Source: an optimization exercise on an open RTL-to-GDS flow (aim: small area, a short achievable clock period and few clock cycles per item). Production flows keep margins and buffers that such runs may drop. Where RTL was checked, it was by simulation tests only, not by an equivalence proof against the original. No functional check of the RTL was part of run 1. Power and IR drop assume default switching activity.

## flow/design.v (module list and top-level ports; edited modules follow where they fit)
// module filter: 1576 lines
module filter
 #(parameter DWIDTH = 16,
   parameter DDWIDTH = 2*DWIDTH,
	parameter L = 160,
	parameter L_LOG = 8,
	parameter M = 147,
	parameter M_LOG = 8,
	parameter CWIDTH = 4*L,
	parameter J = 4,
	parameter J_LOG = 2)
  (input clk,
   input rst,
	output req_in,
	input ack_in,
	input signed [0:DWIDTH-1] data_in,
	output req_out,
	input ack_out,
	output signed [0:DWIDTH-1] data_out);
  // ...
==> flow/flow/run.sh <==
#!/bin/bash
# The standard layout (standard.sh), with these changes:
#  - synthesis skips the quick ABC pass inside Yosys's synth, so the adder
#    trees reach the full-adder extraction as written (same registers);
#  - timing repair aims below the clock period (larger setup margin).
set -euo pipefail
bash standard.sh SYNTH_ARGS=-noabc SETUP_SLACK_MARGIN=7.0 finish > standard_make.log 2>&1
==> flow/standard.sh <==
#!/bin/bash
# synth_recipe.tcl (not shown) runs the flow's synth.tcl, then flattens the netlist and writes it again
# the make line also repeats each setting of config.mk as NAME=value (left out here)
make -C /OpenROAD-flow-scripts/flow DESIGN_CONFIG=/design/flow/config.mk WORK_HOME=/design/flow/orfs CLKGATE_MAP_FILE= SYNTH_SCRIPT=/design/flow/synth_recipe.tcl "${@:-finish}"
==> flow/config.mk <==
export PLATFORM = sky130hd
export DESIGN_NAME = filter
export DESIGN_NICKNAME = filter
export VERILOG_FILES = /design/flow/design.v
export SDC_FILE = /design/flow/constraint.sdc
export NUM_CORES = 4
export LEC_CHECK = 0
export CAP_MARGIN = 20
export CORE_MARGIN = 2
export CORE_UTILIZATION = 40
export SLEW_MARGIN = 20
export SYNTH_MEMORY_MAX_BITS = 16384
==> flow/constraint.sdc <==
create_clock -name core_clock -period 10.0 [get_ports {clk}]
set_input_delay 2.0000 -clock core_clock [delete_from_list [all_inputs] [get_ports {clk}]]
set_output_delay 2.0000 -clock core_clock [all_outputs]
set_load 0.01 [all_outputs]
==> impl_results.md, run 1 <==
* R2r endpoint: ac[3]$_DFF_P_
* Core area at 64230 um^2
* Slack of the critical path at 6.884 ns
* Final hold violation count at 0
* Seq pwr share at 24.7%
* P_sw at 4.546 mW
* Initial Util at between 40% and 50%
* Cts bufs inserted at 42
* Total routed wirelength at between 80000 and 90000 um
* Area-dominant class: multi-input gates
* Vias at about 20000
* Delay-heaviest family, CP: adder cells
* Antenna-violating nets left at 0
* CP Class: flip-flop to flip-flop
* Pin count of the biggest net entering global routing at 74
* Highest-power group: combinational cells
* Layout clock area frac at roughly 4.8%
* Post-layout nets at 2807
* CP dominant cell by count: fa_1
* M1 GR Usage at between 30% and 40%
* Clock latency on the worst-skew pair at between 0.5 and 0.6 ns
* Post-synthesis cell type count at 83
* Synth Area in XOR/XNOR at between 10 and 15%
* Status: complete, no violations
* Via count of the first global-routing pass at 20580
* Initial antenna violation count at 3
* P_comb at around 6.6 mW
* Final setup skew at between 0.04 and 0.05 ns
* Sw Share at a little over two fifths
* Finished Layout Cells at 3360
* Hold Path Class: flip-flop to flip-flop
* Synthesis-stage register bit count at 369
* Crit path DAT at approximately 3.6 ns
* GR peak layer: met2
* Post-synth top flop: dfxtp_1
* Worst Hold Slack at between 0.4 and 0.5 ns
* N_taps at 855
* Max FO, Critical Path at 2
* Clock buffers at 61
* CP Depth at 10
* Final core utilization at 44.63%
* Biggest registers after layout: r1 (114), acc (31), cr (27)
==> run 2, diff against run 1 <==
--- a/flow/design.v
+++ b/flow/design.v
@@ -33,17 +33,17 @@
   reg b1, b2;                       
   reg fb_en;                        
   reg [1:0] nfl;                    
   reg full;                         
   reg spv;                          
   reg pend;                         
   reg [15:0] sp;
   reg [30:0] acc;
-  reg [4:0] ac;
+  reg [6:0] ac;
   wire [26:0] rom;
   wire rm0 = a[0] ? 1'b1 : 1'b0;
   wire rm1 = a[0] ? 1'b0 : 1'b1;
   wire rm2 = a[1] ? rm1 : rm0;
   wire rm3 = a[1] ? 1'b1 : 1'b0;
   wire rm4 = a[2] ? rm3 : rm2;
   wire rm5 = a[1] ? 1'b1 : rm0;
   wire rm6 = a[3] ? rm5 : rm4;
@@ -1220,305 +1220,312 @@
   wire t327 = r1[0] ^ r1[1];
   wire t328 = r1[0] & r1[1];
   wire t329 = r1[6] ^ r1[7];
   wire t330 = r1[6] & r1[7];
   wire t331 = r1[10] ^ r1[11] ^ r1[12];
   wire t332 = (r1[10] & r1[11]) | (r1[10] & r1[12]) | (r1[11] & r1[12]);
   wire t333 = r1[14] ^ r1[15] ^ r1[16];
   wire t334 = (r1[14] & r1[15]) | (r1[14] & r1[16]) | (r1[15] & r1[16]);
-  wire t335 = r1[18] ^ r1[19] ^ r1[20];
-  wire t336 = (r1[18] & r1[19]) | (r1[18] & r1[20]) | (r1[19] & r1[20]);
-  wire t337 = r1[22] ^ r1[23] ^ r1[24];
-  wire t338 = (r1[22] & r1[23]) | (r1[22] & r1[24]) | (r1[23] & r1[24]);
-  wire t339 = r1[25] ^ (acc[6] & fb_en);
-  wire t340 = r1[25] & (acc[6] & fb_en);
-  wire t341 = r1[26] ^ r1[27] ^ r1[28];
-  wire t342 = (r1[26] & r1[27]) | (r1[26] & r1[28]) | (r1[27] & r1[28]);
-  wire t343 = r1[29] ^ (acc[7] & fb_en);
-  wire t344 = r1[29] & (acc[7] & fb_en);
-  wire t345 = r1[30] ^ r1[31] ^ r1[32];
-  wire t346 = (r1[30] & r1[31]) | (r1[30] & r1[32]) | (r1[31] & r1[32]);
-  wire t347 = r1[33] ^ (acc[8] & fb_en);
-  wire t348 = r1[33] & (acc[8] & fb_en);
-  wire t349 = r1[34] ^ r1[35] ^ r1[36];
-  wire t350 = (r1[34] & r1[35]) | (r1[34] & r1[36]) | (r1[35] & r1[36]);
-  wire t351 = r1[37] ^ (acc[9] & fb_en);
-  wire t352 = r1[37] & (acc[9] & fb_en);
-  wire t353 = r1[38] ^ r1[39] ^ r1[40];
-  wire t354 = (r1[38] & r1[39]) | (r1[38] & r1[40]) | (r1[39] & r1[40]);
-  wire t355 = r1[41] ^ (acc[10] & fb_en);
-  wire t356 = r1[41] & (acc[10] & fb_en);
-  wire t357 = r1[42] ^ r1[43] ^ r1[44];
-  wire t358 = (r1[42] & r1[43]) | (r1[42] & r1[44]) | (r1[43] & r1[44]);
-  wire t359 = r1[45] ^ (acc[11] & fb_en);
-  wire t360 = r1[45] & (acc[11] & fb_en);
-  wire t361 = r1[46] ^ r1[47] ^ r1[48];
-  wire t362 = (r1[46] & r1[47]) | (r1[46] & r1[48]) | (r1[47] & r1[48]);
-  wire t363 = r1[49] ^ (acc[12] & fb_en) ^ (ac[1] & fb_en);
-  wire t364 = (r1[49] & (acc[12] & fb_en)) | (r1[49] & (ac[1] & fb_en)) | ((acc[12] & fb_en) & (ac[1] & fb_en));
-  wire t365 = r1[50] ^ r1[51] ^ r1[52];
-  wire t366 = (r1[50] & r1[51]) | (r1[50] & r1[52]) | (r1[51] & r1[52]);
-  wire t367 = r1[53] ^ (acc[13] & fb_en);
-  wire t368 = r1[53] & (acc[13] & fb_en);
-  wire t369 = r1[54] ^ r1[55] ^ r1[56];
-  wire t370 = (r1[54] & r1[55]) | (r1[54] & r1[56]) | (r1[55] & r1[56]);
-  wire t371 = r1[57] ^ (acc[14] & fb_en);
-  wire t372 = r1[57] & (acc[14] & fb_en);
-  wire t373 = r1[58] ^ r1[59] ^ r1[60];
-  wire t374 = (r1[58] & r1[59]) | (r1[58] & r1[60]) | (r1[59] & r1[60]);
-  wire t375 = r1[61] ^ (acc[15] & fb_en);
-  wire t376 = r1[61] & (acc[15] & fb_en);
-  wire t377 = r1[62] ^ r1[63] ^ r1[64];
-  wire t378 = (r1[62] & r1[63]) | (r1[62] & r1[64]) | (r1[63] & r1[64]);
-  wire t379 = r1[65] ^ (acc[16] & fb_en);
-  wire t380 = r1[65] & (acc[16] & fb_en);
-  wire t381 = r1[66] ^ r1[67] ^ r1[68];
-  wire t382 = (r1[66] & r1[67]) | (r1[66] & r1[68]) | (r1[67] & r1[68]);
-  wire t383 = r1[69] ^ (acc[17] & fb_en);
-  wire t384 = r1[69] & (acc[17] & fb_en);
-  wire t385 = r1[70] ^ r1[71] ^ r1[72];
-  wire t386 = (r1[70] & r1[71]) | (r1[70] & r1[72]) | (r1[71] & r1[72]);
-  wire t387 = r1[73] ^ (acc[18] & fb_en) ^ (ac[2] & fb_en);
-  wire t388 = (r1[73] & (acc[18] & fb_en)) | (r1[73] & (ac[2] & fb_en)) | ((acc[18] & fb_en) & (ac[2] & fb_en));
-  wire t389 = r1[74] ^ r1[75] ^ r1[76];
-  wire t390 = (r1[74] & r1[75]) | (r1[74] & r1[76]) | (r1[75] & r1[76]);
-  wire t391 = r1[77] ^ (acc[19] & fb_en);
-  wire t392 = r1[77] & (acc[19] & fb_en);
-  wire t393 = r1[78] ^ r1[79] ^ r1[80];
-  wire t394 = (r1[78] & r1[79]) | (r1[78] & r1[80]) | (r1[79] & r1[80]);
-  wire t395 = r1[81] ^ (acc[20] & fb_en);
-  wire t396 = r1[81] & (acc[20] & fb_en);
-  wire t397 = r1[82] ^ r1[83] ^ r1[84];
-  wire t398 = (r1[82] & r1[83]) | (r1[82] & r1[84]) | (r1[83] & r1[84]);
-  wire t399 = r1[85] ^ (acc[21] & fb_en);
-  wire t400 = r1[85] & (acc[21] & fb_en);
-  wire t401 = r1[86] ^ r1[87] ^ r1[88];
-  wire t402 = (r1[86] & r1[87]) | (r1[86] & r1[88]) | (r1[87] & r1[88]);
-  wire t403 = r1[89] ^ (acc[22] & fb_en);
-  wire t404 = r1[89] & (acc[22] & fb_en);
-  wire t405 = r1[90] ^ r1[91] ^ r1[92];
-  wire t406 = (r1[90] & r1[91]) | (r1[90] & r1[92]) | (r1[91] & r1[92]);
-  wire t407 = r1[93] ^ (acc[23] & fb_en);
-  wire t408 = r1[93] & (acc[23] & fb_en);
-  wire t409 = r1[94] ^ r1[95] ^ r1[96];
-  wire t410 = (r1[94] & r1[95]) | (r1[94] & r1[96]) | (r1[95] & r1[96]);
-  wire t411 = r1[97] ^ (acc[24] & fb_en) ^ (ac[3] & fb_en);
-  wire t412 = (r1[97] & (acc[24] & fb_en)) | (r1[97] & (ac[3] & fb_en)) | ((acc[24] & fb_en) & (ac[3] & fb_en));
-  wire t413 = r1[98] ^ r1[99] ^ r1[100];
-  wire t414 = (r1[98] & r1[99]) | (r1[98] & r1[100]) | (r1[99] & r1[100]);
-  wire t415 = r1[101] ^ (acc[25] & fb_en);
-  wire t416 = r1[101] & (acc[25] & fb_en);
-  wire t417 = r1[102] ^ r1[103] ^ r1[104];
-  wire t418 = (r1[102] & r1[103]) | (r1[102] & r1[104]) | (r1[103] & r1[104]);
-  wire t419 = r1[105] ^ (acc[26] & fb_en);
-  wire t420 = r1[105] & (acc[26] & fb_en);
-  wire t421 = r1[106] ^ r1[107] ^ r1[108];
-  wire t422 = (r1[106] & r1[107]) | (r1[106] & r1[108]) | (r1[107] & r1[108]);
-  wire t423 = r1[109] ^ (acc[27] & fb_en);
-  wire t424 = r1[109] & (acc[27] & fb_en);
-  wire t425 = r1[110] ^ r1[111];
-  wire t426 = r1[110] & r1[111];
-  wire t427 = r1[2] ^ r1[3];
-  wire t428 = r1[2] & r1[3];
-  wire t429 = r1[4] ^ r1[5] ^ t328;
-  wire t430 = (r1[4] & r1[5]) | (r1[4] & t328) | (r1[5] & t328);
-  wire t431 = r1[8] ^ r1[9] ^ t329;
-  wire t432 = (r1[8] & r1[9]) | (r1[8] & t329) | (r1[9] & t329);
-  wire t433 = r1[13] ^ t330 ^ (acc[3] & fb_en);
-  wire t434 = (r1[13] & t330) | (r1[13] & (acc[3] & fb_en)) | (t330 & (acc[3] & fb_en));
-  wire t435 = r1[17] ^ (acc[4] & fb_en) ^ t332;
-  wire t436 = (r1[17] & (acc[4] & fb_en)) | (r1[17] & t332) | ((acc[4] & fb_en) & t332);
-  wire t437 = r1[21] ^ (acc[5] & fb_en) ^ t334;
-  wire t438 = (r1[21] & (acc[5] & fb_en)) | (r1[21] & t334) | ((acc[5] & fb_en) & t334);
-  wire t439 = (ac[0] & fb_en) ^ t336 ^ t337;
-  wire t440 = ((ac[0] & fb_en) & t336) | ((ac[0] & fb_en) & t337) | (t336 & t337);
-  wire t441 = t338 ^ t341 ^ t340;
-  wire t442 = (t338 & t341) | (t338 & t340) | (t341 & t340);
-  wire t443 = t342 ^ t345 ^ t344;
-  wire t444 = (t342 & t345) | (t342 & t344) | (t345 & t344);
-  wire t445 = t346 ^ t349 ^ t348;
-  wire t446 = (t346 & t349) | (t346 & t348) | (t349 & t348);
-  wire t447 = t350 ^ t353 ^ t352;
-  wire t448 = (t350 & t353) | (t350 & t352) | (t353 & t352);
-  wire t449 = t354 ^ t357 ^ t356;
-  wire t450 = (t354 & t357) | (t354 & t356) | (t357 & t356);
-  wire t451 = t358 ^ t361 ^ t360;
-  wire t452 = (t358 & t361) | (t358 & t360) | (t361 & t360);
-  wire t453 = t362 ^ t365 ^ t367;
-  wire t454 = (t362 & t365) | (t362 & t367) | (t365 & t367);
-  wire t455 = t366 ^ t369 ^ t368;
-  wire t456 = (t366 & t369) | (t366 & t368) | (t369 & t368);
-  wire t457 = t370 ^ t373 ^ t372;
-  wire t458 = (t370 & t373) | (t370 & t372) | (t373 & t372);
-  wire t459 = t374 ^ t377 ^ t376;
-  wire t460 = (t374 & t377) | (t374 & t376) | (t377 & t376);
-  wire t461 = t378 ^ t381 ^ t380;
-  wire t462 = (t378 & t381) | (t378 & t380) | (t381 & t380);
-  wire t463 = t382 ^ t385 ^ t384;
-  wire t464 = (t382 & t385) | (t382 & t384) | (t385 & t384);
-  wire t465 = t386 ^ t389 ^ t391;
-  wire t466 = (t386 & t389) | (t386 & t391) | (t389 & t391);
-  wire t467 = t390 ^ t393 ^ t392;
-  wire t468 = (t390 & t393) | (t390 & t392) | (t393 & t392);
-  wire t469 = t394 ^ t397 ^ t396;
-  wire t470 = (t394 & t397) | (t394 & t396) | (t397 & t396);
-  wire t471 = t398 ^ t401 ^ t400;
-  wire t472 = (t398 & t401) | (t398 & t400) | (t401 & t400);
-  wire t473 = t402 ^ t405 ^ t404;
-  wire t474 = (t402 & t405) | (t402 & t404) | (t405 & t404);
-  wire t475 = t406 ^ t409 ^ t408;
-  wire t476 = (t406 & t409) | (t406 & t408) | (t409 & t408);
-  wire t477 = t410 ^ t413 ^ t415;
-  wire t478 = (t410 & t413) | (t410 & t415) | (t413 & t415);
-  wire t479 = t414 ^ t417 ^ t416;
-  wire t480 = (t414 & t417) | (t414 & t416) | (t417 & t416);
-  wire t481 = t418 ^ t421 ^ t420;
-  wire t482 = (t418 & t421) | (t418 & t420) | (t421 & t420);
-  wire t483 = t425 ^ (acc[28] & fb_en) ^ t422;
-  wire t484 = (t425 & (acc[28] & fb_en)) | (t425 & t422) | ((acc[28] & fb_en) & t422);
-  wire t485 = r1[112] ^ r1[113] ^ t426;
-  wire t486 = (r1[112] & r1[113]) | (r1[112] & t426) | (r1[113] & t426);
-  wire t487 = r1[114] ^ (acc[30] & fb_en) ^ (ac[4] & fb_en);
-  wire t488 = t427 ^ t327;
-  wire t489 = t427 & t327;
-  wire t490 = t428 ^ (acc[1] & fb_en) ^ t429;
-  wire t491 = (t428 & (acc[1] & fb_en)) | (t428 & t429) | ((acc[1] & fb_en) & t429);
-  wire t492 = (acc[2] & fb_en) ^ t430 ^ t431;
-  wire t493 = ((acc[2] & fb_en) & t430) | ((acc[2] & fb_en) & t431) | (t430 & t431);
-  wire t494 = t331 ^ t432 ^ t433;
-  wire t495 = (t331 & t432) | (t331 & t433) | (t432 & t433);
-  wire t496 = t333 ^ t434 ^ t435;
-  wire t497 = (t333 & t434) | (t333 & t435) | (t434 & t435);
-  wire t498 = t335 ^ t436 ^ t437;
-  wire t499 = (t335 & t436) | (t335 & t437) | (t436 & t437);
-  wire t500 = t339 ^ t438 ^ t439;
-  wire t501 = (t339 & t438) | (t339 & t439) | (t438 & t439);
-  wire t502 = t343 ^ t440 ^ t441;
-  wire t503 = (t343 & t440) | (t343 & t441) | (t440 & t441);
-  wire t504 = t347 ^ t442 ^ t443;
-  wire t505 = (t347 & t442) | (t347 & t443) | (t442 & t443);
-  wire t506 = t351 ^ t444 ^ t445;
-  wire t507 = (t351 & t444) | (t351 & t445) | (t444 & t445);
-  wire t508 = t355 ^ t446 ^ t447;
-  wire t509 = (t355 & t446) | (t355 & t447) | (t446 & t447);
-  wire t510 = t359 ^ t448 ^ t449;
-  wire t511 = (t359 & t448) | (t359 & t449) | (t448 & t449);
-  wire t512 = t363 ^ t450 ^ t451;
-  wire t513 = (t363 & t450) | (t363 & t451) | (t450 & t451);
-  wire t514 = t364 ^ t452 ^ t453;
-  wire t515 = (t364 & t452) | (t364 & t453) | (t452 & t453);
-  wire t516 = t371 ^ t454 ^ t455;
-  wire t517 = (t371 & t454) | (t371 & t455) | (t454 & t455);
-  wire t518 = t375 ^ t456 ^ t457;
-  wire t519 = (t375 & t456) | (t375 & t457) | (t456 & t457);
-  wire t520 = t379 ^ t458 ^ t459;
-  wire t521 = (t379 & t458) | (t379 & t459) | (t458 & t459);
-  wire t522 = t383 ^ t460 ^ t461;
-  wire t523 = (t383 & t460) | (t383 & t461) | (t460 & t461);
-  wire t524 = t387 ^ t462 ^ t463;
-  wire t525 = (t387 & t462) | (t387 & t463) | (t462 & t463);
-  wire t526 = t388 ^ t464 ^ t465;
-  wire t527 = (t388 & t464) | (t388 & t465) | (t464 & t465);
-  wire t528 = t395 ^ t466 ^ t467;
-  wire t529 = (t395 & t466) | (t395 & t467) | (t466 & t467);
-  wire t530 = t399 ^ t468 ^ t469;
-  wire t531 = (t399 & t468) | (t399 & t469) | (t468 & t469);
-  wire t532 = t403 ^ t470 ^ t471;
-  wire t533 = (t403 & t470) | (t403 & t471) | (t470 & t471);
-  wire t534 = t407 ^ t472 ^ t473;
-  wire t535 = (t407 & t472) | (t407 & t473) | (t472 & t473);
-  wire t536 = t411 ^ t474 ^ t475;
-  wire t537 = (t411 & t474) | (t411 & t475) | (t474 & t475);
-  wire t538 = t412 ^ t476 ^ t477;
-  wire t539 = (t412 & t476) | (t412 & t477) | (t476 & t477);
-  wire t540 = t419 ^ t478 ^ t479;
-  wire t541 = (t419 & t478) | (t419 & t479) | (t478 & t479);
-  wire t542 = t423 ^ t480 ^ t481;
-  wire t543 = (t423 & t480) | (t423 & t481) | (t480 & t481);
-  wire t544 = t424 ^ t483 ^ t482;
-  wire t545 = (t424 & t483) | (t424 & t482) | (t483 & t482);
-  wire t546 = (acc[29] & fb_en) ^ t485 ^ t484;
-  wire t547 = ((acc[29] & fb_en) & t485) | ((acc[29] & fb_en) & t484) | (t485 & t484);
-  wire t548 = t486 ^ t487;
-  assign ts[0] = t488;
+  wire t335 = r1[17] ^ (acc[4] & fb_en);
+  wire t336 = r1[17] & (acc[4] & fb_en);
+  wire t337 = r1[18] ^ r1[19] ^ r1[20];
+  wire t338 = (r1[18] & r1[19]) | (r1[18] & r1[20]) | (r1[19] & r1[20]);
+  wire t339 = r1[21] ^ (acc[5] & fb_en);
+  wire t340 = r1[21] & (acc[5] & fb_en);
+  wire t341 = r1[22] ^ r1[23] ^ r1[24];
+  wire t342 = (r1[22] & r1[23]) | (r1[22] & r1[24]) | (r1[23] & r1[24]);
+  wire t343 = r1[25] ^ (acc[6] & fb_en);
+  wire t344 = r1[25] & (acc[6] & fb_en);
+  wire t345 = r1[26] ^ r1[27] ^ r1[28];
+  wire t346 = (r1[26] & r1[27]) | (r1[26] & r1[28]) | (r1[27] & r1[28]);
+  wire t347 = r1[29] ^ (acc[7] & fb_en);
+  wire t348 = r1[29] & (acc[7] & fb_en);
+  wire t349 = r1[30] ^ r1[31] ^ r1[32];
+  wire t350 = (r1[30] & r1[31]) | (r1[30] & r1[32]) | (r1[31] & r1[32]);
+  wire t351 = r1[33] ^ (acc[8] & fb_en) ^ (ac[1] & fb_en);
+  wire t352 = (r1[33] & (acc[8] & fb_en)) | (r1[33] & (ac[1] & fb_en)) | ((acc[8] & fb_en) & (ac[1] & fb_en));
+  wire t353 = r1[34] ^ r1[35] ^ r1[36];
+  wire t354 = (r1[34] & r1[35]) | (r1[34] & r1[36]) | (r1[35] & r1[36]);
+  wire t355 = r1[37] ^ (acc[9] & fb_en);
+  wire t356 = r1[37] & (acc[9] & fb_en);
+  wire t357 = r1[38] ^ r1[39] ^ r1[40];
+  wire t358 = (r1[38] & r1[39]) | (r1[38] & r1[40]) | (r1[39] & r1[40]);
+  wire t359 = r1[41] ^ (acc[10] & fb_en);
+  wire t360 = r1[41] & (acc[10] & fb_en);
+  wire t361 = r1[42] ^ r1[43] ^ r1[44];
+  wire t362 = (r1[42] & r1[43]) | (r1[42] & r1[44]) | (r1[43] & r1[44]);
+  wire t363 = r1[45] ^ (acc[11] & fb_en);
+  wire t364 = r1[45] & (acc[11] & fb_en);
+  wire t365 = r1[46] ^ r1[47] ^ r1[48];
+  wire t366 = (r1[46] & r1[47]) | (r1[46] & r1[48]) | (r1[47] & r1[48]);
+  wire t367 = r1[49] ^ (acc[12] & fb_en) ^ (ac[2] & fb_en);
+  wire t368 = (r1[49] & (acc[12] & fb_en)) | (r1[49] & (ac[2] & fb_en)) | ((acc[12] & fb_en) & (ac[2] & fb_en));
+  wire t369 = r1[50] ^ r1[51] ^ r1[52];
+  wire t370 = (r1[50] & r1[51]) | (r1[50] & r1[52]) | (r1[51] & r1[52]);
+  wire t371 = r1[53] ^ (acc[13] & fb_en);
+  wire t372 = r1[53] & (acc[13] & fb_en);
+  wire t373 = r1[54] ^ r1[55] ^ r1[56];
+  wire t374 = (r1[54] & r1[55]) | (r1[54] & r1[56]) | (r1[55] & r1[56]);
+  wire t375 = r1[57] ^ (acc[14] & fb_en);
+  wire t376 = r1[57] & (acc[14] & fb_en);
+  wire t377 = r1[58] ^ r1[59] ^ r1[60];
+  wire t378 = (r1[58] & r1[59]) | (r1[58] & r1[60]) | (r1[59] & r1[60]);
+  wire t379 = r1[61] ^ (acc[15] & fb_en);
+  wire t380 = r1[61] & (acc[15] & fb_en);
+  wire t381 = r1[62] ^ r1[63] ^ r1[64];
+  wire t382 = (r1[62] & r1[63]) | (r1[62] & r1[64]) | (r1[63] & r1[64]);
+  wire t383 = r1[65] ^ (acc[16] & fb_en) ^ (ac[3] & fb_en);
+  wire t384 = (r1[65] & (acc[16] & fb_en)) | (r1[65] & (ac[3] & fb_en)) | ((acc[16] & fb_en) & (ac[3] & fb_en));
+  wire t385 = r1[66] ^ r1[67] ^ r1[68];
+  wire t386 = (r1[66] & r1[67]) | (r1[66] & r1[68]) | (r1[67] & r1[68]);
+  wire t387 = r1[69] ^ (acc[17] & fb_en);
+  wire t388 = r1[69] & (acc[17] & fb_en);
+  wire t389 = r1[70] ^ r1[71] ^ r1[72];
+  wire t390 = (r1[70] & r1[71]) | (r1[70] & r1[72]) | (r1[71] & r1[72]);
+  wire t391 = r1[73] ^ (acc[18] & fb_en);
+  wire t392 = r1[73] & (acc[18] & fb_en);
+  wire t393 = r1[74] ^ r1[75] ^ r1[76];
+  wire t394 = (r1[74] & r1[75]) | (r1[74] & r1[76]) | (r1[75] & r1[76]);
+  wire t395 = r1[77] ^ (acc[19] & fb_en);
+  wire t396 = r1[77] & (acc[19] & fb_en);
+  wire t397 = r1[78] ^ r1[79] ^ r1[80];
+  wire t398 = (r1[78] & r1[79]) | (r1[78] & r1[80]) | (r1[79] & r1[80]);
+  wire t399 = r1[81] ^ (acc[20] & fb_en) ^ (ac[4] & fb_en);
+  wire t400 = (r1[81] & (acc[20] & fb_en)) | (r1[81] & (ac[4] & fb_en)) | ((acc[20] & fb_en) & (ac[4] & fb_en));
+  wire t401 = r1[82] ^ r1[83] ^ r1[84];
+  wire t402 = (r1[82] & r1[83]) | (r1[82] & r1[84]) | (r1[83] & r1[84]);
+  wire t403 = r1[85] ^ (acc[21] & fb_en);
+  wire t404 = r1[85] & (acc[21] & fb_en);
+  wire t405 = r1[86] ^ r1[87] ^ r1[88];
+  wire t406 = (r1[86] & r1[87]) | (r1[86] & r1[88]) | (r1[87] & r1[88]);
+  wire t407 = r1[89] ^ (acc[22] & fb_en);
+  wire t408 = r1[89] & (acc[22] & fb_en);
+  wire t409 = r1[90] ^ r1[91] ^ r1[92];
+  wire t410 = (r1[90] & r1[91]) | (r1[90] & r1[92]) | (r1[91] & r1[92]);
+  wire t411 = r1[93] ^ (acc[23] & fb_en);
+  wire t412 = r1[93] & (acc[23] & fb_en);
+  wire t413 = r1[94] ^ r1[95] ^ r1[96];
+  wire t414 = (r1[94] & r1[95]) | (r1[94] & r1[96]) | (r1[95] & r1[96]);
+  wire t415 = r1[97] ^ (acc[24] & fb_en) ^ (ac[5] & fb_en);
+  wire t416 = (r1[97] & (acc[24] & fb_en)) | (r1[97] & (ac[5] & fb_en)) | ((acc[24] & fb_en) & (ac[5] & fb_en));
+  wire t417 = r1[98] ^ r1[99] ^ r1[100];
+  wire t418 = (r1[98] & r1[99]) | (r1[98] & r1[100]) | (r1[99] & r1[100]);
+  wire t419 = r1[101] ^ (acc[25] & fb_en);
+  wire t420 = r1[101] & (acc[25] & fb_en);
+  wire t421 = r1[102] ^ r1[103] ^ r1[104];
+  wire t422 = (r1[102] & r1[103]) | (r1[102] & r1[104]) | (r1[103] & r1[104]);
+  wire t423 = r1[105] ^ (acc[26] & fb_en);
+  wire t424 = r1[105] & (acc[26] & fb_en);
+  wire t425 = r1[106] ^ r1[107] ^ r1[108];
+  wire t426 = (r1[106] & r1[107]) | (r1[106] & r1[108]) | (r1[107] & r1[108]);
+  wire t427 = r1[109] ^ (acc[27] & fb_en);
+  wire t428 = r1[109] & (acc[27] & fb_en);
+  wire t429 = r1[110] ^ r1[111] ^ (acc[28] & fb_en);
+  wire t430 = (r1[110] & r1[111]) | (r1[110] & (acc[28] & fb_en)) | (r1[111] & (acc[28] & fb_en));
+  wire t431 = r1[2] ^ r1[3];
+  wire t432 = r1[2] & r1[3];
+  wire t433 = r1[4] ^ r1[5] ^ t328;
+  wire t434 = (r1[4] & r1[5]) | (r1[4] & t328) | (r1[5] & t328);
+  wire t435 = r1[8] ^ r1[9] ^ t329;
+  wire t436 = (r1[8] & r1[9]) | (r1[8] & t329) | (r1[9] & t329);
+  wire t437 = r1[13] ^ t330 ^ (acc[3] & fb_en);
+  wire t438 = (r1[13] & t330) | (r1[13] & (acc[3] & fb_en)) | (t330 & (acc[3] & fb_en));
+  wire t439 = (ac[0] & fb_en) ^ t332 ^ t333;
+  wire t440 = ((ac[0] & fb_en) & t332) | ((ac[0] & fb_en) & t333) | (t332 & t333);
+  wire t441 = t334 ^ t337 ^ t336;
+  wire t442 = (t334 & t337) | (t334 & t336) | (t337 & t336);
+  wire t443 = t338 ^ t341 ^ t340;
+  wire t444 = (t338 & t341) | (t338 & t340) | (t341 & t340);
+  wire t445 = t342 ^ t345 ^ t344;
+  wire t446 = (t342 & t345) | (t342 & t344) | (t345 & t344);
+  wire t447 = t346 ^ t349 ^ t348;
+  wire t448 = (t346 & t349) | (t346 & t348) | (t349 & t348);
+  wire t449 = t350 ^ t353 ^ t355;
+  wire t450 = (t350 & t353) | (t350 & t355) | (t353 & t355);
+  wire t451 = t354 ^ t357 ^ t356;
+  wire t452 = (t354 & t357) | (t354 & t356) | (t357 & t356);
+  wire t453 = t358 ^ t361 ^ t360;
+  wire t454 = (t358 & t361) | (t358 & t360) | (t361 & t360);
+  wire t455 = t362 ^ t365 ^ t364;
+  wire t456 = (t362 & t365) | (t362 & t364) | (t365 & t364);
+  wire t457 = t366 ^ t369 ^ t371;
+  wire t458 = (t366 & t369) | (t366 & t371) | (t369 & t371);
+  wire t459 = t370 ^ t373 ^ t372;
+  wire t460 = (t370 & t373) | (t370 & t372) | (t373 & t372);
+  wire t461 = t374 ^ t377 ^ t376;
+  wire t462 = (t374 & t377) | (t374 & t376) | (t377 & t376);
+  wire t463 = t378 ^ t381 ^ t380;
+  wire t464 = (t378 & t381) | (t378 & t380) | (t381 & t380);
+  wire t465 = t382 ^ t385 ^ t387;
+  wire t466 = (t382 & t385) | (t382 & t387) | (t385 & t387);
+  wire t467 = t386 ^ t389 ^ t388;
+  wire t468 = (t386 & t389) | (t386 & t388) | (t389 & t388);
+  wire t469 = t390 ^ t393 ^ t392;
+  wire t470 = (t390 & t393) | (t390 & t392) | (t393 & t392);
+  wire t471 = t394 ^ t397 ^ t396;
+  wire t472 = (t394 & t397) | (t394 & t396) | (t397 & t396);
+  wire t473 = t398 ^ t401 ^ t403;
+  wire t474 = (t398 & t401) | (t398 & t403) | (t401 & t403);
+  wire t475 = t402 ^ t405 ^ t404;
+  wire t476 = (t402 & t405) | (t402 & t404) | (t405 & t404);
+  wire t477 = t406 ^ t409 ^ t408;
+  wire t478 = (t406 & t409) | (t406 & t408) | (t409 & t408);
+  wire t479 = t410 ^ t413 ^ t412;
+  wire t480 = (t410 & t413) | (t410 & t412) | (t413 & t412);
+  wire t481 = t414 ^ t417 ^ t419;
+  wire t482 = (t414 & t417) | (t414 & t419) | (t417 & t419);
+  wire t483 = t418 ^ t421 ^ t420;
+  wire t484 = (t418 & t421) | (t418 & t420) | (t421 & t420);
+  wire t485 = t422 ^ t425 ^ t424;
+  wire t486 = (t422 & t425) | (t422 & t424) | (t425 & t424);
+  wire t487 = (ac[6] & fb_en) ^ t426 ^ t428;
+  wire t488 = ((ac[6] & fb_en) & t426) | ((ac[6] & fb_en) & t428) | (t426 & t428);
+  wire t489 = r1[112] ^ r1[113] ^ (acc[29] & fb_en);
+  wire t490 = (r1[112] & r1[113]) | (r1[112] & (acc[29] & fb_en)) | (r1[113] & (acc[29] & fb_en));
+  wire t491 = t431 ^ t327;
+  wire t492 = t431 & t327;
+  wire t493 = t432 ^ (acc[1] & fb_en) ^ t433;
+  wire t494 = (t432 & (acc[1] & fb_en)) | (t432 & t433) | ((acc[1] & fb_en) & t433);
+  wire t495 = (acc[2] & fb_en) ^ t434 ^ t435;
+  wire t496 = ((acc[2] & fb_en) & t434) | ((acc[2] & fb_en) & t435) | (t434 & t435);
+  wire t497 = t331 ^ t436 ^ t437;
+  wire t498 = (t331 & t436) | (t331 & t437) | (t436 & t437);
+  wire t499 = t335 ^ t438 ^ t439;
+  wire t500 = (t335 & t438) | (t335 & t439) | (t438 & t439);
+  wire t501 = t339 ^ t440 ^ t441;
+  wire t502 = (t339 & t440) | (t339 & t441) | (t440 & t441);
+  wire t503 = t343 ^ t442 ^ t443;
+  wire t504 = (t343 & t442) | (t343 & t443) | (t442 & t443);
+  wire t505 = t347 ^ t444 ^ t445;
+  wire t506 = (t347 & t444) | (t347 & t445) | (t444 & t445);
+  wire t507 = t351 ^ t446 ^ t447;
+  wire t508 = (t351 & t446) | (t351 & t447) | (t446 & t447);
+  wire t509 = t352 ^ t448 ^ t449;
+  wire t510 = (t352 & t448) | (t352 & t449) | (t448 & t449);
+  wire t511 = t359 ^ t450 ^ t451;
+  wire t512 = (t359 & t450) | (t359 & t451) | (t450 & t451);
+  wire t513 = t363 ^ t452 ^ t453;
+  wire t514 = (t363 & t452) | (t363 & t453) | (t452 & t453);
+  wire t515 = t367 ^ t454 ^ t455;
+  wire t516 = (t367 & t454) | (t367 & t455) | (t454 & t455);
+  wire t517 = t368 ^ t456 ^ t457;
+  wire t518 = (t368 & t456) | (t368 & t457) | (t456 & t457);
+  wire t519 = t375 ^ t458 ^ t459;
+  wire t520 = (t375 & t458) | (t375 & t459) | (t458 & t459);
+  wire t521 = t379 ^ t460 ^ t461;
+  wire t522 = (t379 & t460) | (t379 & t461) | (t460 & t461);
+  wire t523 = t383 ^ t462 ^ t463;
+  wire t524 = (t383 & t462) | (t383 & t463) | (t462 & t463);
+  wire t525 = t384 ^ t464 ^ t465;
+  wire t526 = (t384 & t464) | (t384 & t465) | (t464 & t465);
+  wire t527 = t391 ^ t466 ^ t467;
+  wire t528 = (t391 & t466) | (t391 & t467) | (t466 & t467);
+  wire t529 = t395 ^ t468 ^ t469;
+  wire t530 = (t395 & t468) | (t395 & t469) | (t468 & t469);
+  wire t531 = t399 ^ t470 ^ t471;
+  wire t532 = (t399 & t470) | (t399 & t471) | (t470 & t471);
+  wire t533 = t400 ^ t472 ^ t473;
+  wire t534 = (t400 & t472) | (t400 & t473) | (t472 & t473);
+  wire t535 = t407 ^ t474 ^ t475;
+  wire t536 = (t407 & t474) | (t407 & t475) | (t474 & t475);
+  wire t537 = t411 ^ t476 ^ t477;
+  wire t538 = (t411 & t476) | (t411 & t477) | (t476 & t477);
+  wire t539 = t415 ^ t478 ^ t479;
+  wire t540 = (t415 & t478) | (t415 & t479) | (t478 & t479);
+  wire t541 = t416 ^ t480 ^ t481;
+  wire t542 = (t416 & t480) | (t416 & t481) | (t480 & t481);
+  wire t543 = t423 ^ t482 ^ t483;
+  wire t544 = (t423 & t482) | (t423 & t483) | (t482 & t483);
+  wire t545 = t427 ^ t484 ^ t485;
+  wire t546 = (t427 & t484) | (t427 & t485) | (t484 & t485);
+  wire t547 = t429 ^ t486 ^ t487;
+  wire t548 = (t429 & t486) | (t429 & t487) | (t486 & t487);
+  wire t549 = t430 ^ t489 ^ t488;
+  wire t550 = (t430 & t489) | (t430 & t488) | (t489 & t488);
+  wire t551 = r1[114] ^ (acc[30] & fb_en) ^ t490;
+  assign ts[0] = t491;
   assign tc[0] = (acc[0] & fb_en);
-  assign ts[1] = t489;
-  assign tc[1] = t490;
-  assign ts[2] = t491;
-  assign tc[2] = t492;
-  assign ts[3] = t493;
-  assign tc[3] = t494;
-  assign ts[4] = t495;
-  assign tc[4] = t496;
-  assign ts[5] = t497;
-  assign tc[5] = t498;
-  assign ts[6] = t499;
-  assign tc[6] = t500;
-  assign ts[7] = t501;
-  assign tc[7] = t502;
-  assign ts[8] = t503;
-  assign tc[8] = t504;
-  assign ts[9] = t505;
-  assign tc[9] = t506;
-  assign ts[10] = t507;
-  assign tc[10] = t508;
-  assign ts[11] = t509;
-  assign tc[11] = t510;
-  assign ts[12] = t511;
-  assign tc[12] = t512;
-  assign ts[13] = t513;
-  assign tc[13] = t514;
-  assign ts[14] = t515;
-  assign tc[14] = t516;
-  assign ts[15] = t517;
-  assign tc[15] = t518;
-  assign ts[16] = t519;
-  assign tc[16] = t520;
-  assign ts[17] = t521;
-  assign tc[17] = t522;
-  assign ts[18] = t523;
-  assign tc[18] = t524;
-  assign ts[19] = t525;
-  assign tc[19] = t526;
-  assign ts[20] = t527;
-  assign tc[20] = t528;
-  assign ts[21] = t529;
-  assign tc[21] = t530;
-  assign ts[22] = t531;
-  assign tc[22] = t532;
-  assign ts[23] = t533;
-  assign tc[23] = t534;
-  assign ts[24] = t535;
-  assign tc[24] = t536;
-  assign ts[25] = t537;
-  assign tc[25] = t538;
-  assign ts[26] = t539;
-  assign tc[26] = t540;
-  assign ts[27] = t541;
-  assign tc[27] = t542;
-  assign ts[28] = t543;
-  assign tc[28] = t544;
-  assign ts[29] = t545;
-  assign tc[29] = t546;
-  assign ts[30] = t547;
-  assign tc[30] = t548;
-  wire [6:0] cs0 = {1'b0, ts[5:0]} + {1'b0, tc[5:0]};
-  always @(posedge clk) begin acc[5:0] <= cs0[5:0]; ac[0] <= cs0[6]; end
-  wire [6:0] cs1 = {1'b0, ts[11:6]} + {1'b0, tc[11:6]};
-  always @(posedge clk) begin acc[11:6] <= cs1[5:0]; ac[1] <= cs1[6]; end
-  wire [6:0] cs2 = {1'b0, ts[17:12]} + {1'b0, tc[17:12]};
-  always @(posedge clk) begin acc[17:12] <= cs2[5:0]; ac[2] <= cs2[6]; end
-  wire [6:0] cs3 = {1'b0, ts[23:18]} + {1'b0, tc[23:18]};
-  always @(posedge clk) begin acc[23:18] <= cs3[5:0]; ac[3] <= cs3[6]; end
-  wire [6:0] cs4 = {1'b0, ts[29:24]} + {1'b0, tc[29:24]};
-  always @(posedge clk) begin acc[29:24] <= cs4[5:0]; ac[4] <= cs4[6]; end
-  wire [0:0] cs5 = ts[30:30] + tc[30:30];
-  always @(posedge clk) acc[30:30] <= cs5;
-  wire [30:0] acv = (31'd1 << 6) & {31{ac[0]}} | (31'd1 << 12) & {31{ac[1]}} | (31'd1 << 18) & {31{ac[2]}} | (31'd1 << 24) & {31{ac[3]}} | (31'd1 << 30) & {31{ac[4]}};
+  assign ts[1] = t492;
+  assign tc[1] = t493;
+  assign ts[2] = t494;
+  assign tc[2] = t495;
+  assign ts[3] = t496;
+  assign tc[3] = t497;
+  assign ts[4] = t498;
+  assign tc[4] = t499;
+  assign ts[5] = t500;
+  assign tc[5] = t501;
+  assign ts[6] = t502;
+  assign tc[6] = t503;
+  assign ts[7] = t504;
+  assign tc[7] = t505;
+  assign ts[8] = t506;
+  assign tc[8] = t507;
+  assign ts[9] = t508;
+  assign tc[9] = t509;
+  assign ts[10] = t510;
+  assign tc[10] = t511;
+  assign ts[11] = t512;
+  assign tc[11] = t513;
+  assign ts[12] = t514;
+  assign tc[12] = t515;
+  assign ts[13] = t516;
+  assign tc[13] = t517;
+  assign ts[14] = t518;
+  assign tc[14] = t519;
+  assign ts[15] = t520;
+  assign tc[15] = t521;
+  assign ts[16] = t522;
+  assign tc[16] = t523;
+  assign ts[17] = t524;
+  assign tc[17] = t525;
+  assign ts[18] = t526;
+  assign tc[18] = t527;
+  assign ts[19] = t528;
+  assign tc[19] = t529;
+  assign ts[20] = t530;
+  assign tc[20] = t531;
+  assign ts[21] = t532;
+  assign tc[21] = t533;
+  assign ts[22] = t534;
+  assign tc[22] = t535;
+  assign ts[23] = t536;
+  assign tc[23] = t537;
+  assign ts[24] = t538;
+  assign tc[24] = t539;
+  assign ts[25] = t540;
+  assign tc[25] = t541;
+  assign ts[26] = t542;
+  assign tc[26] = t543;
+  assign ts[27] = t544;
+  assign tc[27] = t545;
+  assign ts[28] = t546;
+  assign tc[28] = t547;
+  assign ts[29] = t548;
+  assign tc[29] = t549;
+  assign ts[30] = t550;
+  assign tc[30] = t551;
+  wire [4:0] cs0 = {1'b0, ts[3:0]} + {1'b0, tc[3:0]};
+  always @(posedge clk) begin acc[3:0] <= cs0[3:0]; ac[0] <= cs0[4]; end
+  wire [4:0] cs1 = {1'b0, ts[7:4]} + {1'b0, tc[7:4]};
+  always @(posedge clk) begin acc[7:4] <= cs1[3:0]; ac[1] <= cs1[4]; end
+  wire [4:0] cs2 = {1'b0, ts[11:8]} + {1'b0, tc[11:8]};
+  always @(posedge clk) begin acc[11:8] <= cs2[3:0]; ac[2] <= cs2[4]; end
+  wire [4:0] cs3 = {1'b0, ts[15:12]} + {1'b0, tc[15:12]};
+  always @(posedge clk) begin acc[15:12] <= cs3[3:0]; ac[3] <= cs3[4]; end
+  wire [4:0] cs4 = {1'b0, ts[19:16]} + {1'b0, tc[19:16]};
+  always @(posedge clk) begin acc[19:16] <= cs4[3:0]; ac[4] <= cs4[4]; end
+  wire [4:0] cs5 = {1'b0, ts[23:20]} + {1'b0, tc[23:20]};
+  always @(posedge clk) begin acc[23:20] <= cs5[3:0]; ac[5] <= cs5[4]; end
+  wire [4:0] cs6 = {1'b0, ts[27:24]} + {1'b0, tc[27:24]};
+  always @(posedge clk) begin acc[27:24] <= cs6[3:0]; ac[6] <= cs6[4]; end
+  wire [2:0] cs7 = ts[30:28] + tc[30:28];
+  always @(posedge clk) acc[30:28] <= cs7;
+  wire [30:0] acv = (31'd1 << 4) & {31{ac[0]}} | (31'd1 << 8) & {31{ac[1]}} | (31'd1 << 12) & {31{ac[2]}} | (31'd1 << 16) & {31{ac[3]}} | (31'd1 << 20) & {31{ac[4]}} | (31'd1 << 24) & {31{ac[5]}} | (31'd1 << 28) & {31{ac[6]}};
   wire [30:0] res = acc + acv;             
   wire dfree = !pend & !req_out_r;         
   wire take = req_out_r & ack_out;         
   wire ld_d = dfree & (spv | full);
   wire ld_s = full & (dfree ? spv : !spv);
   always @(posedge clk) begin
     if (req_in_r) xb <= din;
     if (shift) begin
==> flow/config.mk (replaced) <==
export PLATFORM = sky130hd
export DESIGN_NAME = filter
export DESIGN_NICKNAME = filter
export VERILOG_FILES = /design/flow/design.v
export SDC_FILE = /design/flow/constraint.sdc
export NUM_CORES = 4
export LEC_CHECK = 0
export CAP_MARGIN = 20
export CORE_MARGIN = 2
export CORE_UTILIZATION = 40
export CTS_CLUSTER_DIAMETER = 100
export CTS_CLUSTER_SIZE = 25
export SLEW_MARGIN = 20
export SYNTH_MEMORY_MAX_BITS = 16384
==> impl_results.md, run 2 <==
* DR vias/cell at between 6 and 7
* Max clock buf depth at 3
* Warnings, synthesis at 1
* Biggest register: r1
* CTS tree: done
* Clk slew on worst S/H paths at 0.09 ns
* Area growth syn-to-layout at 8.625%
* Top-area cell type share of the netlist area at between 20% and 30%
* Die Wd at around 260 um
* Slew margin rel. at 30.06%
* Register area share after synthesis at 31.60%
* Clk root buf: clkbuf_16
* CTS H-tree depth at 1
* # clock sinks at 371
* Biggest registers after layout: r1 (114), acc (31), cr (27)
* Synth Cell Area at between 20000 and 30000 um^2
* Avg Cell Area, Syn at approximately 10 um^2
* Pin count of the biggest net entering global routing at 80 (+8.1%)
* Period Utilization, post-route at a little under a third
* Max FO, Critical Path at 1 (-1)
* Status: complete, no violations
* Initial Util at 40.39% (about the same)
* Antenna-violating nets left at 0 (unchanged)
* Vias at 20380 (+0.37%)
* Lkg Pwr at 10.31 nW
* Tmin final at 3.111 ns
* Iter 0 DRT Violations at around 2300
* Post-synth top flop: dfxtp_1
* Synthesis-stage register bit count at 371 (+0.54%)
* Most frequent cells in the layout: fa_1, dfxtp_1, nand2_1, xnor2_1, a22oi_1
* Critical-path cell list: buf_2
* Post-layout nets at 2857 (+1.8%)
* Routability cong. at 0.9665
* Aggregate global-route resource usage at 24.07%
* Post-Syn Instances at 2629
* Pin slew with the least headroom to its limit at 1.049 ns
* Maximum clock rate at 0.3215 GHz
* Crit path DAT at 1.11 ns (-2.46 ns)
* CP Data Required Time at 8.00 ns
* # IOs at 38
* Via count of the first global-routing pass at 20640 (+0.27%)
* Setup crit end kind: output pin
* Ratio of cells with drive above 1 in the final layout at between 10% and 20%
* Net count after synthesis at 2973
* Final HPWL DP at 56960 um
* Post-synthesis cell type count at 82 (-1.2%)
* Setup crit start kind: flip-flop
* Row cnt at slightly above 90
* Pre-antenna DRT Iters at 6
* Most frequent cell after synthesis: dfxtp_1
* Synth top cells by count: dfxtp_1, fa_1, nand2_1
* CP max stage cell: edfxtp_1
* Placed Instances at 3298
* Port Buffers at 37
* Wire length per cell at 24.31 um
* Finished Layout Cells at 3384 (+0.71%)
* Max Slew Vio Count at 0
* Die H at 259.1 um
* Max reg flops at ~110
* First-pass GRT wire length at 125800 um
* CP Class: flip-flop to output pin
* Initial antenna violation count at 0 (-3)
* Final hold violation count at 0 (unchanged)
* Clock latency on the worst-skew pair at 0.59 ns (about the same)
* Core area at 64460 um^2 (+0.36%)
* Leading area contributor after synthesis: dfxtp_1
* Most common cell after layout, fill and taps aside: fa_1
* Cts bufs inserted at 23 (-45%)
* Total routed wirelength at 82280 um (-0.83%)
* Drt drc at 0
* Setup TNS at 0 ns
* GRT overflow at 0
* Worst path max stage delay at slightly below 0.4 ns
* Post-synth EDFFs at 80
* Delay-heaviest family, CP: flip-flops
* DIE AREA at 67160 um^2
* Tot Pwr at 8.629 mW
* Final setup skew at 0.02816 ns (-0.01814 ns)
* Largest cells by area after synthesis: dfxtp_1, fa_1, edfxtp_1, xnor2_1, a22oi_1
* Pwr Density at 305.1 nW/um^2
* RSZ-0062 raised after global routing: yes
* Buf/Inv on CP at 1
* Max capacitance violation total at 0
* # setup viols final at 0
* Worst Hold Slack at 0.4401 ns (+0.008713 ns)
* Async S/R FF share, synth at 0%
* ANT cells at 0
* Hold Path Class: flip-flop to flip-flop
* Peak supply drop at 0.1963 mV
run 2: cell families (layout without fill, tap and decap cells):
logic type / Yosys count / count (layout) / share of synthesized area (%)
fa+ha+maj: 326 / 326 / 22.74
xor+xnor: 291 / 291 / 9.788
simple gates: 550 / 551 / 9.821
compound gates: 734 / 734 / 19.43
buf+inv: 314 / 213 / 4.829
flops: 371 / 371 / 31.60
mux: 43 / 43 / 1.802
run 2: metal layers:
| metal | vias to the layer above | routed length [um] | global-route usage [%] |
|---|---|---|---|
| li1 | 8976 | - | - |
| met1 | 9983 | 34750 | 32.99 |
| met2 | 1160 | 36470 | 37.11 |
| met3 | 265 | 7139 | 4.364 |
| met4 | 0 | 3924 | 10.90 |
| met5 | - | 0 | 0 |
run 2: repair_timing:
| action | 4_1_cts | 5_1_grt |
|---|---|---|
| setup endpoints to repair | 154 | 66 |
| buffers inserted | 17 | 26 |
| hold buffers | 0 | 0 |
| pin swaps | 2 | 11 |
| cloned | 0 | 2 |
| gates resized for setup | 162 | 82 |
run 2: path summary, 6_finish.rpt:
| path | startpoint | end | slack (ns) | cells after the start |
|---|---|---|---|---|
| min | x1[1]$_DFF_P_ | x2[1]$_DFFE_PP_ | 0.44 | 0 |
| max reg2reg | tw0[6]$_DFF_P_ | r1[61]$_DFF_P_ | 6.99 | 6 |
| max | dout[15]$_DFFE_PP_ | data_out[0] | 6.89 | 1 |
| min reg2reg | x1[1]$_DFF_P_ | x2[1]$_DFFE_PP_ | 0.44 | 0 |
run 2: report_power, final:
part	switching, mW	internal, mW	total, mW
clock	0.575	0.468	1.04
combinational	2.62	2.43	5.05
sequential	0.475	2.06	2.54
total	3.67	4.96	8.63
run 2: area by class of cell:
type,instances,area [um^2]
flip-flops and latches,371,8408
well taps,855,1070
inverters,54,225.2
clock inverters,10,171.4
repair buffers,118,1047
clock buffers,31,615.6
fillers,6082,36180
multi-input cells,1945,16750
run 2: through the flow:
step                utilization [%]  worst slack (ns)  cell area, um^2
floorplan                         -             6.988            26100
global placement              41.49             6.139            26740
detailed placement            41.49             5.964            26740
CTS                           43.12             6.866            27800
global route                  43.88             6.853            28290
finish                        43.88             6.889            28290
Testbench counts of run 2, summed over its fixed seeds: cycles 10,280, items 5,120.
==> run 3, diff against run 2 <==
--- a/flow/flow/run.sh
+++ b/flow/flow/run.sh
@@ -5,3 +5,3 @@
 #  - timing repair aims below the clock period (larger setup margin).
 set -euo pipefail
-bash standard.sh SYNTH_ARGS=-noabc SETUP_SLACK_MARGIN=7.0 finish > standard_make.log 2>&1
+bash standard.sh SYNTH_ARGS=-noabc SETUP_SLACK_MARGIN=6.9 finish > standard_make.log 2>&1
--- a/flow/config.mk
+++ b/flow/config.mk
@@ -6,4 +6,5 @@
 export NUM_CORES = 4
 export LEC_CHECK = 0
+export ABC_AREA = 1
 export CAP_MARGIN = 20
 export CORE_MARGIN = 2
==> impl_results.md, run 3 <==
* Status: complete, no violations
* Critical-path cell list: buf_12 > clkbuf_2
* Register area share after synthesis at 32.11% (+0.52 points)
* Max capacitance violation total at 0 (unchanged)
* DR vias/cell at 5.664 (-6.0%)
* Hold_buf cts at 0 (unchanged)
* Maximum clock rate at 0.3150 GHz (-2.0%)
* Comb power frac at 67.0% (+8.5 points)
* Most frequent cell after synthesis: nand2_1
* CP Class: flip-flop to output pin
* Setup crit start kind: flip-flop
* Post-synth top flop: dfxtp_1
* Async S/R FF share, synth at 0% (unchanged)
* Clk slew on worst S/H paths at 0.10 ns (about the same)
* Tmin final at 3.174 ns (+0.06358 ns)
* Core area at 63200 um^2 (-2.0%)
* CTS H-tree depth at 1 (unchanged)
* Max reg flops at 114 (unchanged)
* Peak supply drop at 0.2612 mV (+33%)
* Lkg Pwr at 12.86 nW (+25%)
* Pin slew with the least headroom to its limit at 1.074 ns (+0.02509 ns)
* Die H at 257.1 um (-0.79%)
* Final HPWL DP at 70660 um (+24%)
* # clock sinks at 371 (unchanged)
* Slew margin rel. at 28.12% (-1.9 points)
* Synth top cells by count: nand2_1, inv_1, dfxtp_1
* Buf/Inv on CP at 2 (+1)
* Post-synth EDFFs at 80 (unchanged)
* Max Slew Vio Count at 0 (unchanged)
* Die Wd at 257.1 um (-0.79%)
* Wire length per cell at 24.72 um (+1.7%)
* # setup viols final at 0 (unchanged)
* Sw Share at 47.27% (+4.8 points)
* Top-area cell type share of the netlist area at 22.74% (+0.36 points)
* # IOs at 38 (unchanged)
* Pre-antenna DRT Iters at 6 (unchanged)
* Leading area contributor after synthesis: dfxtp_1
* Cts bufs inserted at 20 (-13%)
* First-pass GRT wire length at 138700 um (+10%)
* Max FO, Critical Path at 11 (+10)
* CTS tree: done
* Post-layout nets at 3292 (+15%)
* Most frequent cells in the layout: nand2_1, inv_1, xor2_1, dfxtp_1, fa_1
* Max clock buf depth at 3 (unchanged)
* Setup crit end kind: output pin
* Clk root buf: clkbuf_16
* Final hold violation count at 0 (unchanged)
* Biggest register: r1
* Port Buffers at 37 (unchanged)
* DIE AREA at 66100 um^2 (-1.6%)
* Clock Power Share at 9.0% (-3.1 points)
* Avg Cell Area, Syn at 8.790 um^2 (-11%)
* Via count of the first global-routing pass at 21320 (+3.3%)
* GRT overflow at 0 (unchanged)
* Fillers at 6214 (+2.2%)
* Net count after synthesis at 3259 (+9.6%)
* Routability cong. at 0.9705 (+0.41%)
* Row cnt at 92 (-1.1%)
* Initial antenna violation count at 4 (+4)
* Crit path DAT at 1.17 ns (+0.06 ns)
* Initial Util at 40.54% (+0.15 points)
* Synth Cell Area at 25620 um^2 (-1.6%)
* Total routed wirelength at 94110 um (+14%)
* Most common cell after layout, fill and taps aside: nand2_1
* Placed Instances at 3676 (+11%)
* Iter 0 DRT Violations at 2201 (-3.3%)
* Hold Path Class: flip-flop to flip-flop
* RSZ-0062 raised after global routing: yes
* Ratio of cells with drive above 1 in the final layout at 10.20% (-2.4 points)
* Synthesis-stage register bit count at 371 (unchanged)
* CP max stage cell: dfxtp_2
* Finished Layout Cells at 3807 (+13%)
* Area growth syn-to-layout at 10.08%
* Internal power at 5.485 mW (+11%)
* Pwr Density at 368.8 nW/um^2 (+21%)
* Pin count of the biggest net entering global routing at 83 (+3.8%)
* CP Data Required Time at 8.00 ns (about the same)
* Post-Syn Instances at 2915 (+11%)
* Aggregate global-route resource usage at 27.77% (+3.7 points)
* Period Utilization, post-route at 31.74% (+0.64 points)
* Delay-heaviest family, CP: flip-flops
* Worst path max stage delay at 0.36 ns (-0.03 ns)
* Biggest registers after layout: r1 (114), acc (31), cr (27)
* Post-synthesis cell type count at 59 (-28%)
* P_sw at 4.917 mW (+34%)
* Seq pwr share at 24.0% (-5.4 points)
* Drt drc at 0 (unchanged)
* Antenna-violating nets left at 0 (unchanged)
* Largest cells by area after synthesis: dfxtp_1, fa_1, edfxtp_1, xor2_1, nand2_1
* Setup TNS at 0 ns (unchanged)
* Final setup skew at 0.02583 ns (-0.002335 ns)
* Clock latency on the worst-skew pair at 0.57 ns (-0.02 ns)
* Vias at 21560 (+5.8%)
* Warnings, synthesis at 1 (unchanged)
[run 3: cell types whose count changed in the layout (fill, tap and decap cells not counted), moves of 112 or more]
cell,delta
o22ai_1,+186
xor2_1,+198
inv_1,+250
nand2_1,+345
xnor2_1,-214
a22oi_1,-210
nand3_1,+112
[run 3: layout make-up]
cell class	count	area, um^2	share of cell area [%]
multi-input cells	2050	15570	55.21
flip-flops and latches	371	8275	29.34
inverters	340	1394	4.942
repair buffers	164	1276	4.525
well taps	846	1059	3.753
clock buffers	30	559.3	1.983
clock inverters	4	61.31	0.2174
repair inverters	1	5.005	0.01774
diodes	1	2.502	0.008872
[run 3: timing repair]
action                     CTS  global route
pin swaps                    0             4
cloned                       0             2
setup endpoints to repair   90            56
buffers inserted            32            62
resized for setup          104            60
[run 3: worst paths after layout]
kind	to	slack (ns)	depth (start not counted)	from
min reg2reg	x2[3]$_DFFE_PP_	0.44	0	x1[3]$_DFF_P_
min	x2[3]$_DFFE_PP_	0.44	0	x1[3]$_DFF_P_
max	req_in	6.83	2	req_in_r$_SDFFE_PP1P_
max reg2reg	cr[17]$_DFF_P_	6.94	9	a[2]$_SDFFE_PP0P_
[run 3: layer usage]
layer | GRT usage [%] | vias to the layer above | share of wire [%]
li1 | - | 9635 | -
met1 | 40.67 | 10610 | 45
met2 | 40.61 | 1125 | 42
met3 | 7.634 | 183 | 11
met4 | 6.315 | 4 | 2.7
met5 | 0 | - | 0.018
[run 3: kinds of logic after synthesis]
kind of cell	synth area share (%)
buffers and inverters	7.569
adders and majority gates	23.03
AOI/OAI and AO/OA	13.43
and+or+nand+nor	14.49
DFF	32.11
xor gates and xnor gates	9.366
[run 3: per-stage QoR]
stage	util, %	cell area, um^2	worst slack [ns]	power [mW]	hold WS [ns]
detailed placement	42.16	26640	6.077	9.233	0.4151
global route	44.63	28200	6.789	11.44	0.4485
floorplan	-	25620	6.910	7.257	0.3742
finish	44.63	28210	6.826	10.40	0.4383
global placement	42.15	26640	6.156	8.941	0.4115
CTS	43.55	27520	6.589	10.27	0.4399
[run 3: power groups by stage]
stage	combinational, mW	sequential, mW	clock (mW)
2_1_floorplan	4.89	2.36	0
3_3_place_gp	6.44	2.50	0
3_5_place_dp	6.72	2.51	0
4_1_cts	6.83	2.49	0.962
5_1_grt	7.89	2.54	1.01
6_report	6.97	2.50	0.934
==> run 4, diff against run 3 <==
--- a/flow/flow/run.sh
+++ b/flow/flow/run.sh
@@ -5,3 +5,3 @@
 #  - timing repair aims below the clock period (larger setup margin).
 set -euo pipefail
-bash standard.sh SYNTH_ARGS=-noabc SETUP_SLACK_MARGIN=6.9 finish > standard_make.log 2>&1
+bash standard.sh SYNTH_ARGS=-noabc SETUP_SLACK_MARGIN=6.95 finish > standard_make.log 2>&1
--- a/flow/config.mk
+++ b/flow/config.mk
@@ -6,5 +6,4 @@
 export NUM_CORES = 4
 export LEC_CHECK = 0
-export ABC_AREA = 1
 export CAP_MARGIN = 20
 export CORE_MARGIN = 2
==> impl_results.md, run 4 <==
* Status: complete, no violations
* Final HPWL DP at 57190 um (-19%)
* Clk root buf: clkbuf_16
* Async S/R FF share, synth at 0% (unchanged)
* Critical-path cell list: buf_2
* Drt drc at 0 (unchanged)
* Fillers at 6235 (+0.34%)
* DIE AREA at 67160 um^2 (+1.6%)
* Worst path max stage delay at 0.38 ns (+0.02 ns)
* P_sw at 3.570 mW (-27%)
* Max FO, Critical Path at 1 (-10)
* Clock Power Share at 12.0% (+3.0 points)
* Hold Path Class: flip-flop to flip-flop
* Synthesis-stage register bit count at 371 (unchanged)
* Routability cong. at 0.9886 (+1.9%)
* Comb power frac at 57.5% (-9.5 points)
* Setup crit end kind: output pin
* CP Data Required Time at 8.00 ns (about the same)
* Core area at 64460 um^2 (+2.0%)
* Seq. cell area at 8335 um^2 (+0.73%)
* CP max stage cell: edfxtp_1
* Clock latency on the worst-skew pair at 0.57 ns (about the same)
* Setup TNS at 0 ns (unchanged)
* Antenna-violating nets left at 0 (unchanged)
* R2r endpoint: r1[61]$_DFF_P_
* Buf/Inv on CP at 1 (-1)
* Crit path DAT at 1.09 ns (-0.08 ns)
* Seq pwr share at 30.5% (+6.5 points)
* ANT cells at 0 (-1)
* Period Utilization, post-route at 30.90% (-0.84 points)
* # clock sinks at 371 (unchanged)
* Largest cells by area after synthesis: dfxtp_1, fa_1, edfxtp_1, xnor2_1, a22oi_1
* Lkg Pwr at 10.11 nW (-21%)
* Top-area cell type share of the netlist area at 22.37% (-0.36 points)
* Delay-heaviest family, CP: flip-flops
* Initial antenna violation count at 2 (-2)
* Post-synth EDFFs at 80 (unchanged)
* Synth Cell Area at 26040 um^2 (+1.6%)
* Post-Syn Instances at 2629 (-9.8%)
* Aggregate global-route resource usage at 24.11% (-3.7 points)
* Area growth syn-to-layout at 6.414%
* Post-synthesis cell type count at 82 (+39%)
* CP Class: flip-flop to output pin
* Vias at 20250 (-6.1%)
* Die Wd at 259.1 um (+0.80%)
* Total routed wirelength at 82360 um (-12%)
* Max clock buf depth at 3 (unchanged)
* Worst R2R Setup Slack at 6.92 ns (-0.02 ns)
* Cell area after placement at 26720 um^2 (+0.31%)
* Synth top cells by count: dfxtp_1, fa_1, nand2_1
* Hold_buf cts at 0 (unchanged)
* Pin count of the biggest net entering global routing at 82 (-1.2%)
* Area of the multi-input gates at 16610 um^2 (+6.7%)
* GRT overflow at 0 (unchanged)
* Setup crit start kind: flip-flop
* Post-layout nets at 2828 (-14%)
* Placed Instances at 3299 (-10%)
* Pwr Density at 302.9 nW/um^2 (-18%)
* Port Buffers at 37 (unchanged)
* First-pass GRT wire length at 126400 um (-8.8%)
* Maximum clock rate at 0.3236 GHz (+2.7%)
* Max reg flops at 114 (unchanged)
* Pin slew with the least headroom to its limit at 1.068 ns (-0.005768 ns)
* Max capacitance violation total at 0 (unchanged)
* Iter 0 DRT Violations at 2476 (+12%)
* Depth of the worst register-to-register path at 6 (-3)
* Slew margin rel. at 28.51% (+0.39 points)
* Warnings, synthesis at 1 (unchanged)
* RSZ-0062 raised after global routing: yes
* # IOs at 38 (unchanged)
* Avg Cell Area, Syn at 9.905 um^2 (+13%)
* Initial Util at 40.39% (-0.15 points)
* R2R Path Start: cr[19]$_DFF_P_
* Sw Share at 42.54% (-4.7 points)
* Biggest register: r1
* Most frequent cells in the layout: fa_1, dfxtp_1, nand2_1, xnor2_1, a22oi_1
* CTS H-tree depth at 1 (unchanged)
* Die H at 259.1 um (+0.80%)
* Final setup skew at 0.02784 ns (+0.002010 ns)
* Most frequent cell after synthesis: dfxtp_1
* Net count after synthesis at 2973 (-8.8%)
* # setup viols final at 0 (unchanged)
* Biggest registers after layout: r1 (114), acc (31), cr (27)
* Cts bufs inserted at 22 (+10%)
* CP Depth at 1 (-1)
* Row cnt at 93 (+1.1%)
* Tmin final at 3.090 ns (-0.08398 ns)
* Pre-antenna DRT Iters at 8 (+2)
* Hold Path Stages at 0 (unchanged)
* Max Slew Vio Count at 0 (unchanged)
* Internal power at 4.823 mW (-12%)
* CTS tree: done
* Ratio of cells with drive above 1 in the final layout at 9.972% (-0.23 points)
* Peak supply drop at 0.2059 mV (-21%)
* Clk slew on worst S/H paths at 0.10 ns (about the same)
* Final Instance Area at 27710 um^2 (-1.8%)
* Leading area contributor after synthesis: dfxtp_1
* Wire length per cell at 24.57 um (-0.60%)
* Critical Path Source: dout[11]$_DFFE_PP_
* DR vias/cell at 6.041 (+6.7%)
* Via count of the first global-routing pass at 20440 (-4.1%)
* Finished Layout Cells at 3352 (-12%)
* Post-synth top flop: dfxtp_1
* Most common cell after layout, fill and taps aside: fa_1
* Final hold violation count at 0 (unchanged)
* Worst Setup EP: data_out[4]
* Register area share after synthesis at 31.60% (-0.52 points)
## run 4: cell count changes after synthesis, sizes merged, moves of 31 or more
cell and delta:
nand2 -349, inv -284, a22oi +215, xnor2 +215
xor2 -198, o22ai -193, nand3 -115, clkbuf +86
a21oi +55, and2 +44, nand2b +36, o211ai -32
mux2 +31
## run 4: how the worst min path moves through the flow
stage | start | end
floorplan | ng1[0]$_DFF_P_ | r1[1]$_DFF_P_
global placement | x1[10]$_DFF_P_ | x2[10]$_DFFE_PP_
detailed placement | x1[2]$_DFF_P_ | x2[2]$_DFFE_PP_
CTS | x1[11]$_DFF_P_ | x2[11]$_DFFE_PP_
global route | x1[6]$_DFF_P_ | x2[6]$_DFFE_PP_
finish | x1[6]$_DFF_P_ | x2[6]$_DFFE_PP_
## run 4: final cells by class
class	instances	share of cell area, %
well taps	855	3.861
multi-input cells	1945	59.96
clock inverters	7	0.4425
inverters	54	0.7992
flip-flops and latches	371	30.08
repair buffers	90	2.687
clock buffers	30	2.172
## run 4: layer usage
layer / vias to the layer above / GRT usage [%] / routed length [um]
met1: 10060 / 33.35 / 35380
met3: 232 / 4.247 / 6985
met5: - / 0 / 0
met4: 0 / 10.20 / 3740
met2: 1051 / 37.20 / 36260
li1: 8904 / - / -
## run 4: repair_timing
item	CTS	global route
pin swaps	2	0
hold endpoints to repair	0	0
cloned	0	1
endpoints found under the setup margin	133	74
setup buffers	11	4
resized for setup	130	40
## run 4: cells by family after synthesis
| group | after synthesis | synth area share (%) |
|---|---|---|
| AO/OA/AOI/OAI | 734 | 19.43 |
| XOR/XNOR | 291 | 9.788 |
| adder cells (fa/ha/maj) | 326 | 22.74 |
| buffers and inverters | 314 | 4.829 |
| flip-flops | 371 | 31.60 |
| multiplexers | 43 | 1.802 |
| AND/OR/NAND/NOR | 550 | 9.821 |
## run 4: power by group through the flow
stage	Combinational, mW	Clock [mW]	Sequential, mW
2_1_floorplan	3.83	0	2.22
3_3_place_gp	4.62	0	2.56
3_5_place_dp	4.82	0	2.57
4_1_cts	4.85	1.04	2.54
5_1_grt	5.52	1.09	2.60
6_report	4.83	1.01	2.56
## run 4: per-stage QoR
step                setup slack (ns)  hold slack [ns]  utilization (%)  total power, mW
floorplan                      6.950           0.3742                -            6.054
global placement               6.184           0.4105            41.45            7.185
detailed placement             6.013           0.4147            41.46            7.388
CTS                            6.810           0.4399            42.78            8.436
global route                   6.852           0.4453            42.99            9.220
finish                         6.910           0.4370            42.99            8.393

static timing again, ports no longer ideal:
Ports are ideal in the flow. The routed layouts listed here were re-timed in OpenROAD.
Step 1: set_driving_cell puts a clkbuf_16 on clk and a buf_2 on each other input, an assumption about the parent block.
Step 2, shift: input delay + t, output delay - t, t = (earliest + latest rising clock arrival at the registers) / 2. This alone moves slack from input paths to output paths.
Three values: no drivers, after step 1, after step 2; two values: the first two.
| run | shift t [ns] | setup slack, ns | worst setup path after step 2 | worst slew at a driven data input, ns |
|---|---|---|---|---|
| run 1 | 0.623 | 6.884 / 6.863 / 6.554 | input to register | 0.04 |
| run 2 | 0.641 | 6.889 / 6.824 / 6.480 | input to register | 0.05 |
| run 3 | 0.610 | 6.826 / 6.768 / 6.397 | input to register | 0.04 |
| run 4 | 0.619 | 6.910 / 6.848 / 6.440 | input to register | 0.04 |
After both steps every run listed still meets setup and hold. The setup slack of run 4, which loses most, moves by -0.062 ns with the drivers and by -0.470 ns with both steps.
